From an optimization exercise on the open Yosys and OpenROAD flow, aimed at small area; shortcuts taken in it are not production practice. The RTL was checked by simulation tests, not by an equivalence proof against the original design. No activity file was given, so power comes from the tool's default toggle rates.

==> flow/design.v, too long to show whole: its modules and the start of the top module <==
// module Tile_PECore: 458 lines
// module sb_mux_bit: 10 lines
// module cell_aoi222: 3 lines
// module cell_oai21: 3 lines
// module cb_mux_bit: 17 lines
// module cell_aoi22: 3 lines
// module cell_and4: 3 lines
// module cell_nand4: 3 lines
// module cell_fa: 4 lines
// module cell_ha: 4 lines
// module booth_enc: 13 lines
// module booth_sel: 5 lines
// module booth_sel0: 3 lines
// module booth_seln: 3 lines
// module booth_mul: 785 lines
module Tile_PECore (
  input [15:0] SB_T0_EAST_SB_IN_B16_0,
  input [0:0] SB_T0_EAST_SB_IN_B1_0,
  output [0:0] SB_T0_EAST_SB_OUT_B1,
  output [15:0] SB_T0_EAST_SB_OUT_B16,
  input [15:0] SB_T0_NORTH_SB_IN_B16_0,
  input [0:0] SB_T0_NORTH_SB_IN_B1_0,
  output [0:0] SB_T0_NORTH_SB_OUT_B1,
  output [15:0] SB_T0_NORTH_SB_OUT_B16,
  input [15:0] SB_T0_SOUTH_SB_IN_B16_0,
  input [0:0] SB_T0_SOUTH_SB_IN_B1_0,
  output [0:0] SB_T0_SOUTH_SB_OUT_B1,
  output [15:0] SB_T0_SOUTH_SB_OUT_B16,
  input [15:0] SB_T0_WEST_SB_IN_B16_0,
  input [0:0] SB_T0_WEST_SB_IN_B1_0,
  output [0:0] SB_T0_WEST_SB_OUT_B1,
  output [15:0] SB_T0_WEST_SB_OUT_B16,
  input [15:0] SB_T1_EAST_SB_IN_B16_0,
  input [0:0] SB_T1_EAST_SB_IN_B1_0,
  output [0:0] SB_T1_EAST_SB_OUT_B1,
  output [15:0] SB_T1_EAST_SB_OUT_B16,
  input [15:0] SB_T1_NORTH_SB_IN_B16_0,
  input [0:0] SB_T1_NORTH_SB_IN_B1_0,
  output [0:0] SB_T1_NORTH_SB_OUT_B1,
  output [15:0] SB_T1_NORTH_SB_OUT_B16,
  input [15:0] SB_T1_SOUTH_SB_IN_B16_0,
  input [0:0] SB_T1_SOUTH_SB_IN_B1_0,
  output [0:0] SB_T1_SOUTH_SB_OUT_B1,
  output [15:0] SB_T1_SOUTH_SB_OUT_B16,
  input [15:0] SB_T1_WEST_SB_IN_B16_0,
  input [0:0] SB_T1_WEST_SB_IN_B1_0,
  output [0:0] SB_T1_WEST_SB_OUT_B1,
  output [15:0] SB_T1_WEST_SB_OUT_B16,
  input [15:0] SB_T2_EAST_SB_IN_B16_0,
  input [0:0] SB_T2_EAST_SB_IN_B1_0,
  output [0:0] SB_T2_EAST_SB_OUT_B1,
  output [15:0] SB_T2_EAST_SB_OUT_B16,
  input [15:0] SB_T2_NORTH_SB_IN_B16_0,
  input [0:0] SB_T2_NORTH_SB_IN_B1_0,
  output [0:0] SB_T2_NORTH_SB_OUT_B1,
  output [15:0] SB_T2_NORTH_SB_OUT_B16,
  input [15:0] SB_T2_SOUTH_SB_IN_B16_0,
  input [0:0] SB_T2_SOUTH_SB_IN_B1_0,
  output [0:0] SB_T2_SOUTH_SB_OUT_B1,
  output [15:0] SB_T2_SOUTH_SB_OUT_B16,
  input [15:0] SB_T2_WEST_SB_IN_B16_0,
  input [0:0] SB_T2_WEST_SB_IN_B1_0,
  output [0:0] SB_T2_WEST_SB_OUT_B1,
  output [15:0] SB_T2_WEST_SB_OUT_B16,
  input [15:0] SB_T3_EAST_SB_IN_B16_0,
  input [0:0] SB_T3_EAST_SB_IN_B1_0,
  output [0:0] SB_T3_EAST_SB_OUT_B1,
  output [15:0] SB_T3_EAST_SB_OUT_B16,
  input [15:0] SB_T3_NORTH_SB_IN_B16_0,
  input [0:0] SB_T3_NORTH_SB_IN_B1_0,
  output [0:0] SB_T3_NORTH_SB_OUT_B1,
  output [15:0] SB_T3_NORTH_SB_OUT_B16,
  input [15:0] SB_T3_SOUTH_SB_IN_B16_0,
  input [0:0] SB_T3_SOUTH_SB_IN_B1_0,
  output [0:0] SB_T3_SOUTH_SB_OUT_B1,
  output [15:0] SB_T3_SOUTH_SB_OUT_B16,
  input [15:0] SB_T3_WEST_SB_IN_B16_0,
  input [0:0] SB_T3_WEST_SB_IN_B1_0,
  output [0:0] SB_T3_WEST_SB_OUT_B1,
  output [15:0] SB_T3_WEST_SB_OUT_B16,
  input [15:0] SB_T4_EAST_SB_IN_B16_0,
  input [0:0] SB_T4_EAST_SB_IN_B1_0,
  output [0:0] SB_T4_EAST_SB_OUT_B1,
  output [15:0] SB_T4_EAST_SB_OUT_B16,
  input [15:0] SB_T4_NORTH_SB_IN_B16_0,
  input [0:0] SB_T4_NORTH_SB_IN_B1_0,
  output [0:0] SB_T4_NORTH_SB_OUT_B1,
  output [15:0] SB_T4_NORTH_SB_OUT_B16,
  input [15:0] SB_T4_SOUTH_SB_IN_B16_0,
  input [0:0] SB_T4_SOUTH_SB_IN_B1_0,
  output [0:0] SB_T4_SOUTH_SB_OUT_B1,
  output [15:0] SB_T4_SOUTH_SB_OUT_B16,
  input [15:0] SB_T4_WEST_SB_IN_B16_0,
  // ...
==> flow/flow/run.sh <==
#!/bin/bash
# The standard layout, with three changes to how it is made:
#  - the port buffers use the smallest buffer cell (every port still gets its own buffer);
#  - synthesis buffers are removed at floorplan (REMOVE_ABC_BUFFERS) instead of at a
#    timing-driven global placement (GPL_TIMING_DRIVEN is 0 in config.mk).
set -euo pipefail
bash standard.sh "BUFFER_PORTS_ARGS=-buffer_cell sky130_fd_sc_hd__buf_1" REMOVE_ABC_BUFFERS=1 finish > make_finish.log 2>&1
==> flow/standard.sh <==
#!/bin/bash
# synth_recipe.tcl (not shown) runs the flow's synth.tcl, then flattens the netlist and writes it again
# the make line also repeats each setting of config.mk as NAME=value (left out here)
make -C /OpenROAD-flow-scripts/flow DESIGN_CONFIG=/design/flow/config.mk WORK_HOME=/design/flow/orfs CLKGATE_MAP_FILE= SYNTH_SCRIPT=/design/flow/synth_recipe.tcl "${@:-finish}"
==> flow/config.mk <==
export PLATFORM = sky130hd
export DESIGN_NAME = Tile_PECore
export DESIGN_NICKNAME = Tile_PECore
export VERILOG_FILES = /design/flow/design.v
export SDC_FILE = /design/flow/constraint.sdc
export NUM_CORES = 4
export LEC_CHECK = 0
export CAP_MARGIN = 20
export CELL_PAD_IN_SITES_DETAIL_PLACEMENT = 1
export CELL_PAD_IN_SITES_GLOBAL_PLACEMENT = 1
export CORE_MARGIN = 2
export CORE_UTILIZATION = 30
export GPL_TIMING_DRIVEN = 0
export PLACE_DENSITY = 0.42
export SLEW_MARGIN = 20
export SYNTH_HIERARCHICAL = 1
export SYNTH_MINIMUM_KEEP_SIZE = 0
==> flow/constraint.sdc <==
create_clock -name core_clock -period 25.0 [get_ports {clk}]
set_input_delay 5.0000 -clock core_clock [delete_from_list [all_inputs] [get_ports {clk}]]
set_output_delay 5.0000 -clock core_clock [all_outputs]
set_load 0.01 [all_outputs]
==> flow_summary.ini, run 1 <==
[clocking]
htree_levels = 4
cts-resized-gates = 0
clockBufferDepth = 2
path_clk_slew_ns = 0.07

[route]
dr.pass1.iters = 15
vias = 41362

[global_routing]
grt_use_met3 = 0.106
grt_max_degree = 92
grt-ovfl-total = 0

[floorplanning]
die-width_um = 327
fp.dieArea_um2 = 107000
start_util = 0.302

[placed_design]
gp_congestion = 1.00
placed_cells = 5526
postPlaceCellArea_um2 = 36900

[power]
p_comb_uw = 263
ir_drop_v = 0.0000537

[sta]
setup_viol = 0
final_max_slew_viol_count = 0
slew_headroom = 0.0799
skew_ns = 0.0130

[finish]
inverters = 90
multi_input_area_share = 0.675
nNetsFinal = 4885
clk_share = 0.0161
final_common_cell = buf_1
layoutNonFillerInstCount = 5613
seq_cell_count = 197
final_cell_mix = buf_1, a222oi_1, o21ai_1, dfrtp_1, mux2_2
regArea_um2 = 4930
nonClkBufAreaFrac = 0.120
n_all_buffers = 975
largest_class = multi-input gates

[worst_setup_path]
max_stage_delay_ns = 0.74
reg2reg_to = op_b_reg[9]$_DFFE_PP0P_
reg2reg_depth = 37
worstReg2RegStart = cb_sel[21]$_DFFE_PP0P_

[status]
status = no timing/DRC/antenna violations

[synth]
postSynthCellCount = 3365

[hold_path]
min_path_cells = 1
==> inputs of run 2 (changes only) <==
==> flow/flow/run.sh (replaced) <==
#!/bin/bash
# The standard layout, with these changes to how it is made:
#  - the port buffers use the smallest buffer cell (every port still gets its own buffer);
#  - synthesis buffers are removed at floorplan (REMOVE_ABC_BUFFERS) instead of at a
#    timing-driven global placement (GPL_TIMING_DRIVEN is 0 in config.mk);
#  - clock tree synthesis without dummy loads.
set -euo pipefail
bash standard.sh "BUFFER_PORTS_ARGS=-buffer_cell sky130_fd_sc_hd__buf_1" REMOVE_ABC_BUFFERS=1 \
  "CTS_ARGS=-sink_clustering_enable -repair_clock_nets -dont_use_dummy_load" \
  finish > make_finish.log 2>&1
--- a/flow/config.mk
+++ b/flow/config.mk
@@ -12,6 +12,7 @@
 export CORE_UTILIZATION = 30
 export GPL_TIMING_DRIVEN = 0
 export PLACE_DENSITY = 0.42
+export SETUP_SLACK_MARGIN = 0.5
 export SLEW_MARGIN = 20
 export SYNTH_HIERARCHICAL = 1
 export SYNTH_MINIMUM_KEEP_SIZE = 0
==> run 2 against run 1 <==
- still clean on timing, DRC and antenna
- worst setup slack improved by 0.42 ns
- non-clock buffer count shrank 1
- clock power decreased by about 20%
- critical endpoint is now SB_T3_WEST_SB_OUT_B1[0]
- largest power group unchanged
- highest routed layer unchanged
==> flow_summary.ini, run 2 <==
[floorplanning]
die-width_um = 327
start_util = 0.302
placementRows = 118
die_y_um = 327
fp.dieArea_um2 = 107000
pin_count = 903
core_area_um2 = 103000

[worst_setup_path]
max_stage_delay_ns = 0.66
criticalPathCategory = in2out
cp-end-kind = primary output
critPathTopFamily = adder cells
startpoint = SB_T0_NORTH_SB_IN_B16_0[3]
arrival_ns = 19.07
crit_fanout = 19
critPathLaunchType = primary input
crit_slowest_cell = a222oi_1
worstPathRequired_ns = 20.00
worstReg2RegStart = cb_sel[16]$_DFFE_PP0P_
cp_common_cell = fa_1
crit_buf_inv = 6

[power]
comb_power_share = 0.318
power_density_nw_per_um2 = 22.0
switchingPower_uw = 318
power_switching_share = 0.384
clockPowerShare = 0.297
ir_drop_v = 0.0000533
power_leakage_uw = 0.0134
p_int_uw = 509
seqPwrFrac = 0.385

[global_routing]
grt_max_degree = 92
grt-ovfl-total = 0
antenna_found_initial = 62
grt_pass1_vias = 39630
grt_use_total = 0.422
grt_pass1_wl_um = 325000

[sta]
rsz0062_at_grt = false
period_share = 0.963
setup_viol = 0
skew_ns = 0.0273
slew_headroom = 0.0990
fin_ws_ns = 0.925
period_minus_slack_ns = 24.07
final_max_slew_viol_count = 0
tightest_slew_ns = 1.35
hold_viol = 0
fmax_mhz = 41.5

[clocking]
path_clk_slew_ns = 0.06
cts-root-buf = clkbuf_16
clk_latency_ns = 0.51
cts_tree = built
holdBufCountCts = 0
cts_buffers = 17
clockBufferDepth = 2
cts-resized-gates = 7
clock-sinks = 197
post_cts_buffers = 0
htree_levels = 4

[route]
vias = 41318
final_antenna_net_count = 0
wl_per_cell_um = 42.2
drc_errors = 0
finalWirelength_um = 236000
dr.pass1.iters = 17
drt-initial-drc-count = 10269
via_per_inst = 7.38

[finish]
final_common_cell = buf_1
fillCellCount = 12358
syn2layout_area_growth_pct = 20.3
fin_util = 0.364
final_cell_mix = buf_1, a222oi_1, o21ai_1, dfrtp_1, mux2_2
nNetsFinal = 4884
reg.largest.list = sb16_sel: 40 flops, sb1_sel: 40 flops, cb_sel: 25 flops
drive_gt1_frac = 0.134

[synth]
syn_area_um2 = 31300
syn_area_per_cell_um2 = 9.30
yosys_warnings = 7
postSynthCellCount = 3365

[status]
status = no timing/DRC/antenna violations

[hold_path]
hold_path_class = reg2reg
hp-start = dbg_data[14]$_DFFE_PP0P_

[placed_design]
hpwl_um = 189000
pre_cts_ws_ns = 0.0942
gp_congestion = 1.00
port-buffer-count = 896

[job]
cap_viol_max_count = 0
run 2: final timing paths:
check / to / slack [ns] / depth (start not counted)
min in group asynchronous: cb_sel[10]$_DFFE_PP0P_ / 4.55 / 2
worst max register to register: op_b_reg[9]$_DFFE_PP0P_ / 11.07 / 34
max in group asynchronous: op_code[9]$_DFFE_PP0P_ / 19.47 / 3
worst max-delay path: SB_T3_WEST_SB_OUT_B1[0] / 0.93 / 40
worst min-delay path: dbg_data[14]$_DFFE_PP0P_ / 0.51 / 1
worst min register to register: dbg_data[14]$_DFFE_PP0P_ / 0.51 / 1
run 2: metrics by stage:
| step | TNS [ns] | hold slack (ns) | power [uW] | cells | cell area [um^2] |
|---|---|---|---|---|---|
| 2_1_floorplan | 0 | 0.471 | 407 | 3176 | 30100 |
| 3_3_place_gp | -456.18 | 0.488 | 573 | 5452 | 35200 |
| 3_5_place_dp | 0 | 0.491 | 575 | 5526 | 36900 |
| 4_1_cts | 0 | 0.508 | 819 | 5543 | 37400 |
| 5_1_grt | 0 | 0.520 | 846 | 5593 | 37600 |
| 6_report | 0 | 0.507 | 827 | 5597 | 37600 |
run 2: layout make-up:
type | instances | area (um^2) | share of cell area
antenna | 50 | 125 | 0.00332
clock buffer | 17 | 425 | 0.0113
inverter | 90 | 348 | 0.00924
multi-input combinational | 2889 | 25600 | 0.680
sequential | 197 | 4930 | 0.131
tap | 1380 | 1730 | 0.0459
timing repair buffer | 974 | 4490 | 0.119
run 2: power by group through the flow:
stage,Sequential (uW),Combinational (uW),Clock (uW)
final,319,263,245
after global routing,318,268,260
after CTS,319,251,250
after detailed placement,325,250,0
after global placement,325,248,0
after floorplan,325,82.4,0
run 2: routing by layer:
layer / routed length (um) / global-route usage / vias up
met4: 8670 / 0.142 / 4
met5: 27 / 0 / -
met3: 28400 / 0.107 / 417
met2: 103000 / 0.642 / 3241
li1: - / - / 16354
met1: 96000 / 0.581 / 21302
==> module cb_mux_bit, before the edit <==
module cb_mux_bit (
  input  [19:0] a,
  input  [19:0] h,
  output y
);
  wire [6:0] x;
  wire       x03;
  cell_aoi222 u_x0 (.a1(h[0]),  .a2(a[0]),  .b1(h[1]),  .b2(a[1]),  .c1(h[2]),  .c2(a[2]),  .y(x[0]));
  cell_aoi222 u_x1 (.a1(h[3]),  .a2(a[3]),  .b1(h[4]),  .b2(a[4]),  .c1(h[5]),  .c2(a[5]),  .y(x[1]));
  cell_aoi222 u_x2 (.a1(h[6]),  .a2(a[6]),  .b1(h[7]),  .b2(a[7]),  .c1(h[8]),  .c2(a[8]),  .y(x[2]));
  cell_aoi222 u_x3 (.a1(h[9]),  .a2(a[9]),  .b1(h[10]), .b2(a[10]), .c1(h[11]), .c2(a[11]), .y(x[3]));
  cell_aoi222 u_x4 (.a1(h[12]), .a2(a[12]), .b1(h[13]), .b2(a[13]), .c1(h[14]), .c2(a[14]), .y(x[4]));
  cell_aoi222 u_x5 (.a1(h[15]), .a2(a[15]), .b1(h[16]), .b2(a[16]), .c1(h[17]), .c2(a[17]), .y(x[5]));
  cell_aoi22  u_x6 (.a1(h[18]), .a2(a[18]), .b1(h[19]), .b2(a[19]), .y(x[6]));
  cell_and4   u_a  (.a(x[0]), .b(x[1]), .c(x[2]), .d(x[3]), .y(x03));
  cell_nand4  u_y  (.a(x03), .b(x[4]), .c(x[5]), .d(x[6]), .y(y));
endmodule
==> inputs of run 3 (changes only) <==
--- a/flow/design.v
+++ b/flow/design.v
@@ -477,7 +477,7 @@
   input  [19:0] h,
   output y
 );
-  wire [6:0] x;
+  wire [5:0] x;
   wire       x03;
   cell_aoi222 u_x0 (.a1(h[0]),  .a2(a[0]),  .b1(h[1]),  .b2(a[1]),  .c1(h[2]),  .c2(a[2]),  .y(x[0]));
   cell_aoi222 u_x1 (.a1(h[3]),  .a2(a[3]),  .b1(h[4]),  .b2(a[4]),  .c1(h[5]),  .c2(a[5]),  .y(x[1]));
@@ -485,12 +485,12 @@
   cell_aoi222 u_x3 (.a1(h[9]),  .a2(a[9]),  .b1(h[10]), .b2(a[10]), .c1(h[11]), .c2(a[11]), .y(x[3]));
   cell_aoi222 u_x4 (.a1(h[12]), .a2(a[12]), .b1(h[13]), .b2(a[13]), .c1(h[14]), .c2(a[14]), .y(x[4]));
   cell_aoi222 u_x5 (.a1(h[15]), .a2(a[15]), .b1(h[16]), .b2(a[16]), .c1(h[17]), .c2(a[17]), .y(x[5]));
-  cell_aoi22  u_x6 (.a1(h[18]), .a2(a[18]), .b1(h[19]), .b2(a[19]), .y(x[6]));
   cell_and4   u_a  (.a(x[0]), .b(x[1]), .c(x[2]), .d(x[3]), .y(x03));
-  cell_nand4  u_y  (.a(x03), .b(x[4]), .c(x[5]), .d(x[6]), .y(y));
+  cb_mux_tail u_y  (.x03(x03), .x4(x[4]), .x5(x[5]), .h18(h[18]), .a18(a[18]), .h19(h[19]), .a19(a[19]), .y(y));
 endmodule
-module cell_aoi22 (input a1, a2, b1, b2, output y);
-  assign y = ~((a1 & a2) | (b1 & b2));
+module cb_mux_tail (input x03, x4, x5, h18, a18, h19, a19, output y);
+  wire x6 = ~((h18 & a18) | (h19 & a19));
+  assign y = ~(x03 & x4 & x5 & x6);
 endmodule
 module cell_and4 (input a, b, c, d, output y);
   assign y = a & b & c & d;
--- a/flow/config.mk
+++ b/flow/config.mk
@@ -5,7 +5,7 @@
 export SDC_FILE = /design/flow/constraint.sdc
 export NUM_CORES = 4
 export LEC_CHECK = 0
-export CAP_MARGIN = 20
+export CAP_MARGIN = 3
 export CELL_PAD_IN_SITES_DETAIL_PLACEMENT = 1
 export CELL_PAD_IN_SITES_GLOBAL_PLACEMENT = 1
 export CORE_MARGIN = 2
@@ -13,6 +13,6 @@
 export GPL_TIMING_DRIVEN = 0
 export PLACE_DENSITY = 0.42
 export SETUP_SLACK_MARGIN = 0.5
-export SLEW_MARGIN = 20
+export SLEW_MARGIN = 3
 export SYNTH_HIERARCHICAL = 1
 export SYNTH_MINIMUM_KEEP_SIZE = 0
==> run 3 against run 2 <==
- the layout now fails its checks (max-capacitance violations, max-slew violations)
- clock power about the same
- clock-buffer cell count unchanged
- via count shrank 0.72%
- sequential power barely moved
- sequential cell count stayed put
- maximum frequency up 0.31%
- utilization decreased by 0.41 points
- global-route usage is 0.13 points lower
- clock skew is 0.0025 ns higher
==> flow_summary.ini, run 3 <==
[status]
status = failed layout checks
violations = max-capacitance violations, max-slew violations

[sta]
period_share = 0.960
period_minus_slack_ns = 24.00
fmax_mhz = 41.7
hold_viol = 0
setup_tns_ns = 0
slew_headroom = -0.00464
rsz0062_at_grt = false
setup_viol = 0
skew_ns = 0.0298
final_max_slew_viol_count = 34
tightest_slew_ns = 1.50

[floorplanning]
placementRows = 118
start_util = 0.301
pin_count = 903
core_area_um2 = 103000
die_y_um = 326
die-width_um = 326
fp.dieArea_um2 = 106000

[worst_setup_path]
crit_buf_inv = 6
worstReg2RegStart = cb_sel[21]$_DFFE_PP0P_
criticalPathCategory = in2out
max_stage_delay_ns = 0.79
cp_common_cell = fa_1
crit_slowest_cell = mux2i_1
crit_fanout = 30
reg2reg_to = op_b_reg[10]$_DFFE_PP0P_
critPathLaunchType = primary input
critPathTopFamily = adder cells
ff2ff_setup_slack_ns = 10.81
cp-end-kind = primary output
worstPathRequired_ns = 20.00
reg2reg_depth = 38
arrival_ns = 19.00

[finish]
reg.largest.list = sb16_sel: 40 flops, sb1_sel: 40 flops, cb_sel: 25 flops
drive_gt1_frac = 0.109
final_cell_mix = buf_1, a222oi_1, o21ai_1, dfrtp_1, mux2_2
nNetsFinal = 4877
syn2layout_area_growth_pct = 19.3
final_common_cell = buf_1
fin_util = 0.360

[power]
switchingPower_uw = 315
clockPowerShare = 0.296
p_int_uw = 509
ir_drop_v = 0.0000488
power_leakage_uw = 0.0133
comb_power_share = 0.317
seqPwrFrac = 0.387
power_switching_share = 0.382
power_density_nw_per_um2 = 22.2

[clocking]
clk_latency_ns = 0.51
htree_levels = 4
clock-sinks = 197
cts_buffers = 17
clockBufferDepth = 2
path_clk_slew_ns = 0.06
cts_tree = built
cts-root-buf = clkbuf_16

[global_routing]
grt_max_degree = 111
antenna_found_initial = 56
grt_pass1_vias = 39702
grt-ovfl-total = 0
grt_use_total = 0.421
grt_pass1_wl_um = 324000

[route]
vias = 41020
drc_errors = 0
wl_met3_um = 29400
via_per_inst = 7.34
met2_length_um = 101000
met1_length_um = 95200
dr.pass1.iters = 15
top_layer_used = met5
wl_per_cell_um = 42.1
drt-initial-drc-count = 10047
finalWirelength_um = 235000
final_antenna_net_count = 0

[synth]
yosys_warnings = 7
syn_area_um2 = 31100
syn_area_per_cell_um2 = 9.24
postSynthCellCount = 3365

[hold_path]
hold_path_class = reg2reg
min_to = dbg_data[0]$_DFFE_PP0P_
hp-start = dbg_data[0]$_DFFE_PP0P_
min_path_cells = 1

[placed_design]
gp_congestion = 1.02
port-buffer-count = 896
hpwl_um = 188000

[job]
cap_viol_max_count = 5
[run 3: cell count changes in the layout (fill, tap and decap cells not counted), moves of 7 or more]
cell and change:
nor2_1 +36, a22oi_1 +36, inv_2 -7, o21ai_4 -7, nor2b_1 +14, a22oi_2 -36, nor2_2 -34, inv_1 +10
nor2b_2 -17, buf_16 -7, buf_4 +11, buf_6 -15
[run 3: per-stage QoR]
step / setup slack (ns) / total power, uW / cells / hold slack [ns] / cell area, um^2
3_5_place_dp: -0.354 / 573 / 5506 / 0.494 / 36200
6_report: 0.999 / 823 / 5587 / 0.508 / 37100
4_1_cts: 0.657 / 816 / 5534 / 0.509 / 36800
2_1_floorplan: 3.82 / 407 / 3176 / 0.471 / 30000
5_1_grt: 0.500 / 843 / 5581 / 0.522 / 37100
3_3_place_gp: -2.94 / 572 / 5452 / 0.483 / 35000
[run 3: area by class of cell]
| type | instances | area (um^2) |
|---|---|---|
| fillers | 12351 | 66100 |
| diodes | 47 | 118 |
| inverters | 90 | 348 |
| clock buffers | 17 | 425 |
| well taps | 1380 | 1730 |
| multi-input cells | 2889 | 25200 |
| flip-flops and latches | 197 | 4930 |
| repair buffers | 967 | 4320 |
[run 3: power by group through the flow]
stage / registers (uW) / clock network [uW] / logic (uW)
after CTS: 319 / 249 / 249
after detailed placement: 325 / 0 / 248
after global routing: 318 / 258 / 266
after floorplan: 325 / 0 / 82.0
final: 319 / 243 / 261
after global placement: 325 / 0 / 247
[run 3: worst max path at each step]
stage                                           start                         to  depth (start not counted)
after floorplan             SB_T1_EAST_SB_IN_B16_0[2]    SB_T0_EAST_SB_OUT_B1[0]                         38
after CTS                  SB_T2_SOUTH_SB_IN_B16_0[2]   SB_T0_SOUTH_SB_OUT_B1[0]                         39
after detailed placement   SB_T2_SOUTH_SB_IN_B16_0[2]   SB_T0_SOUTH_SB_OUT_B1[0]                         40
after global routing       SB_T0_NORTH_SB_IN_B16_0[3]   SB_T3_NORTH_SB_OUT_B1[0]                         40
after global placement     SB_T0_NORTH_SB_IN_B16_0[2]  SB_T2_WEST_SB_OUT_B16[12]                         36
final                     SB_T2_SOUTH_SB_IN_B16_0[15]   SB_T3_NORTH_SB_OUT_B1[0]                         38
[run 3: what timing repair did]
action / CTS / global route
pin swaps: 4 / 2
hold buffers: 0 / 0
buffers inserted: 11 / 3
resized for setup: 21 / 23
gates cloned: 0 / 0
endpoints found under the setup margin: 20 / 20
[run 3: layer usage]
layer / track usage / up-vias
li1: - / 16340
met1: 0.573 / 21092
met2: 0.637 / 3135
met3: 0.119 / 439
met4: 0.141 / 14
met5: 0.00799 / -
==> inputs of run 4 (changes only) <==
--- a/flow/config.mk
+++ b/flow/config.mk
@@ -5,7 +5,7 @@
 export SDC_FILE = /design/flow/constraint.sdc
 export NUM_CORES = 4
 export LEC_CHECK = 0
-export CAP_MARGIN = 3
+export CAP_MARGIN = 20
 export CELL_PAD_IN_SITES_DETAIL_PLACEMENT = 1
 export CELL_PAD_IN_SITES_GLOBAL_PLACEMENT = 1
 export CORE_MARGIN = 2
@@ -13,6 +13,6 @@
 export GPL_TIMING_DRIVEN = 0
 export PLACE_DENSITY = 0.42
 export SETUP_SLACK_MARGIN = 0.5
-export SLEW_MARGIN = 3
+export SLEW_MARGIN = 20
 export SYNTH_HIERARCHICAL = 1
 export SYNTH_MINIMUM_KEEP_SIZE = 0
==> run 4 against run 3 <==
- the run now finishes clean
- sequential share of layout area decreased by 0.14 points
- via count rose by 0.37%
- synthesized cell count is the same
- worst setup slack got worse by 0.0094 ns
- total power increased by 0.28%
- global-route usage up 0.11 points
- non-clock buffer count increased by 3
- area after synthesis is the same
- clock skew grew 0.0088 ns
- maximum frequency about the same
- utilization grew 0.41 points
- worst hold slack worse by 0.0026 ns
- critical path type unchanged
- largest power group unchanged
- highest routed layer unchanged
==> flow_summary.ini, run 4 <==
[power]
clockPowerShare = 0.296
ir_drop_v = 0.0000569
power_density_nw_per_um2 = 22.0
power_leakage_uw = 0.0134
power_switching_share = 0.383
switchingPower_uw = 316
p_int_uw = 509
comb_power_share = 0.318
finalPower_uw = 826
seqPwrFrac = 0.386

[worst_setup_path]
crit_fanout = 20
cp_common_cell = fa_1
crit_buf_inv = 5
reg2reg_depth = 34
critPathLaunchType = primary input
crit_slowest_cell = a222oi_1
cp-end-kind = primary output
arrival_ns = 19.01
worstReg2RegStart = cb_sel[15]$_DFFE_PP0P_
reg2reg_to = op_b_reg[9]$_DFFE_PP0P_
criticalPathCategory = in2out
ff2ff_setup_slack_ns = 11.10
critPathTopFamily = adder cells
max_stage_delay_ns = 0.69
worstPathRequired_ns = 20.00

[floorplanning]
pin_count = 903
fp.dieArea_um2 = 106000
placementRows = 118
core_area_um2 = 103000
die_y_um = 326
die-width_um = 326
start_util = 0.301

[placed_design]
postPlaceCellArea_um2 = 36800
hpwl_um = 189000
gp_congestion = 1.02
placed_cells = 5524
port-buffer-count = 896

[route]
final_antenna_net_count = 0
vias = 41173
drc_errors = 0
dr.pass1.iters = 15
wl_per_cell_um = 42.1
via_per_inst = 7.36
drt-initial-drc-count = 10469
finalWirelength_um = 236000

[clocking]
cts-root-buf = clkbuf_16
clockBufferDepth = 2
clk_latency_ns = 0.52
clock-sinks = 197
htree_levels = 4
cts_tree = built
path_clk_slew_ns = 0.06
holdBufCountCts = 0
cts_buffers = 17

[hold_path]
hold_path_class = reg2reg
hp-start = dbg_data[0]$_DFFE_PP0P_
min_to = dbg_data[0]$_DFFE_PP0P_
min_path_cells = 1

[finish]
syn2layout_area_growth_pct = 20.7
final_common_cell = buf_1
layoutNonFillerInstCount = 5594
final_cell_mix = buf_1, a222oi_1, o21ai_1, dfrtp_1, mux2_2
drive_gt1_frac = 0.123
reg.largest.list = sb16_sel: 40 flops, sb1_sel: 40 flops, cb_sel: 25 flops
stdcell_area_um2 = 37500
nNetsFinal = 4881

[sta]
final_max_slew_viol_count = 0
tightest_slew_ns = 1.26
period_share = 0.960
rsz0062_at_grt = false
skew_ns = 0.0386
setup_tns_ns = 0
fmax_mhz = 41.6
slew_headroom = 0.157
hold_viol = 0
setup_viol = 0
period_minus_slack_ns = 24.01
whs_ns = 0.505

[global_routing]
antenna_found_initial = 63
grt_max_degree = 89
grt_pass1_wl_um = 324000
grt_pass1_vias = 39665
grt_use_total = 0.422
grt-ovfl-total = 0

[status]
status = no timing/DRC/antenna violations

[synth]
syn_area_um2 = 31100
postSynthCellCount = 3365
syn_area_per_cell_um2 = 9.24
yosys_warnings = 7

[job]
cap_viol_max_count = 0
## run 4: metal layers
metal	share of wire	routed length (um)	global-route usage
met4	0.040	9480	0.145
met2	0.43	102000	0.637
met3	0.12	28200	0.114
met1	0.41	96100	0.578
met5	0.00045	107	0
## run 4: how the worst max path moves through the flow
stage | startpoint | endpoint | slack, ns | cells past startpoint
finish | SB_T0_NORTH_SB_IN_B16_0[3] | SB_T0_SOUTH_SB_OUT_B1[0] | 0.99 | 40
global route | SB_T0_NORTH_SB_IN_B16_0[3] | SB_T3_NORTH_SB_OUT_B1[0] | 0.51 | 40
CTS | SB_T0_NORTH_SB_IN_B16_0[2] | SB_T0_SOUTH_SB_OUT_B1[0] | 0.58 | 41
detailed placement | SB_T0_NORTH_SB_IN_B16_0[3] | SB_T0_SOUTH_SB_OUT_B1[0] | -0.10 | 41
global placement | SB_T0_NORTH_SB_IN_B16_0[2] | SB_T2_WEST_SB_OUT_B16[12] | -2.94 | 36
floorplan | SB_T1_EAST_SB_IN_B16_0[2] | SB_T0_EAST_SB_OUT_B1[0] | 3.82 | 38
## run 4: power by group through the flow
stage	logic (uW)	clock network (uW)	registers [uW]
2_1_floorplan	82.0	0	325
3_3_place_gp	247	0	325
4_1_cts	250	249	319
5_1_grt	267	258	318
3_5_place_dp	249	0	325
6_report	263	244	319
## run 4: stage by stage
step | utilization | setup slack (ns)
floorplan | - | 3.82
global placement | 0.340 | -2.94
detailed placement | 0.356 | -0.102
CTS | 0.361 | 0.579
global route | 0.364 | 0.508
finish | 0.364 | 0.990
## run 4: final cells by class
type                    count  area (um^2)
repair inverters            1         5.00
multi-input cells        2889        25400
repair buffers            970         4530
clock buffers              17          425
well taps                1380         1730
diodes                     50          125
inverters                  90          352
flip-flops and latches    197         4930
fillers                 12292        65700
## run 4: repair_timing
action,4_1_cts,5_1_grt
gates resized for setup,10,20
endpoints found under the setup margin,20,20
pin swaps,0,0
buffers inserted,0,0
cloned,0,1

[separate check: timing with driven ports]
How much do the figures lean on ideal ports? The routed layouts below were timed once more, with nothing changed but the port constraints.
Step 1 (the two cells are an assumption about what drives the block):
set clk [get_ports {clk}]
set_driving_cell -lib_cell sky130_fd_sc_hd__clkbuf_16 $clk
set_driving_cell -lib_cell sky130_fd_sc_hd__buf_2 [delete_from_list [all_inputs] $clk]
Step 2 times the ports against the registers' clock, not the clock port: input delays grow and output delays shrink by t, the midpoint of the rising clock arrivals with the driver on.
a / b / c = no drivers / after step 1 / after step 2; a / b = the first two.
run	shift t [ns]	slack for setup (ns)	latest minus earliest clock arrival (ns)	worst slew at a driven data input, ns
run 1	0.569	0.504 / 0.450 / 0.450	0.014 / 0.015	0.16
run 2	0.566	0.925 / 0.897 / 0.897	0.029 / 0.029	0.16
run 3	0.564	0.999 / 0.920 / 0.920	0.034 / 0.034	0.14
run 4	0.561	0.990 / 0.961 / 0.961	0.038 / 0.038	0.14
The setup slack of run 3, which loses most, moves by -0.079 ns with the drivers and by -0.079 ns with both steps.
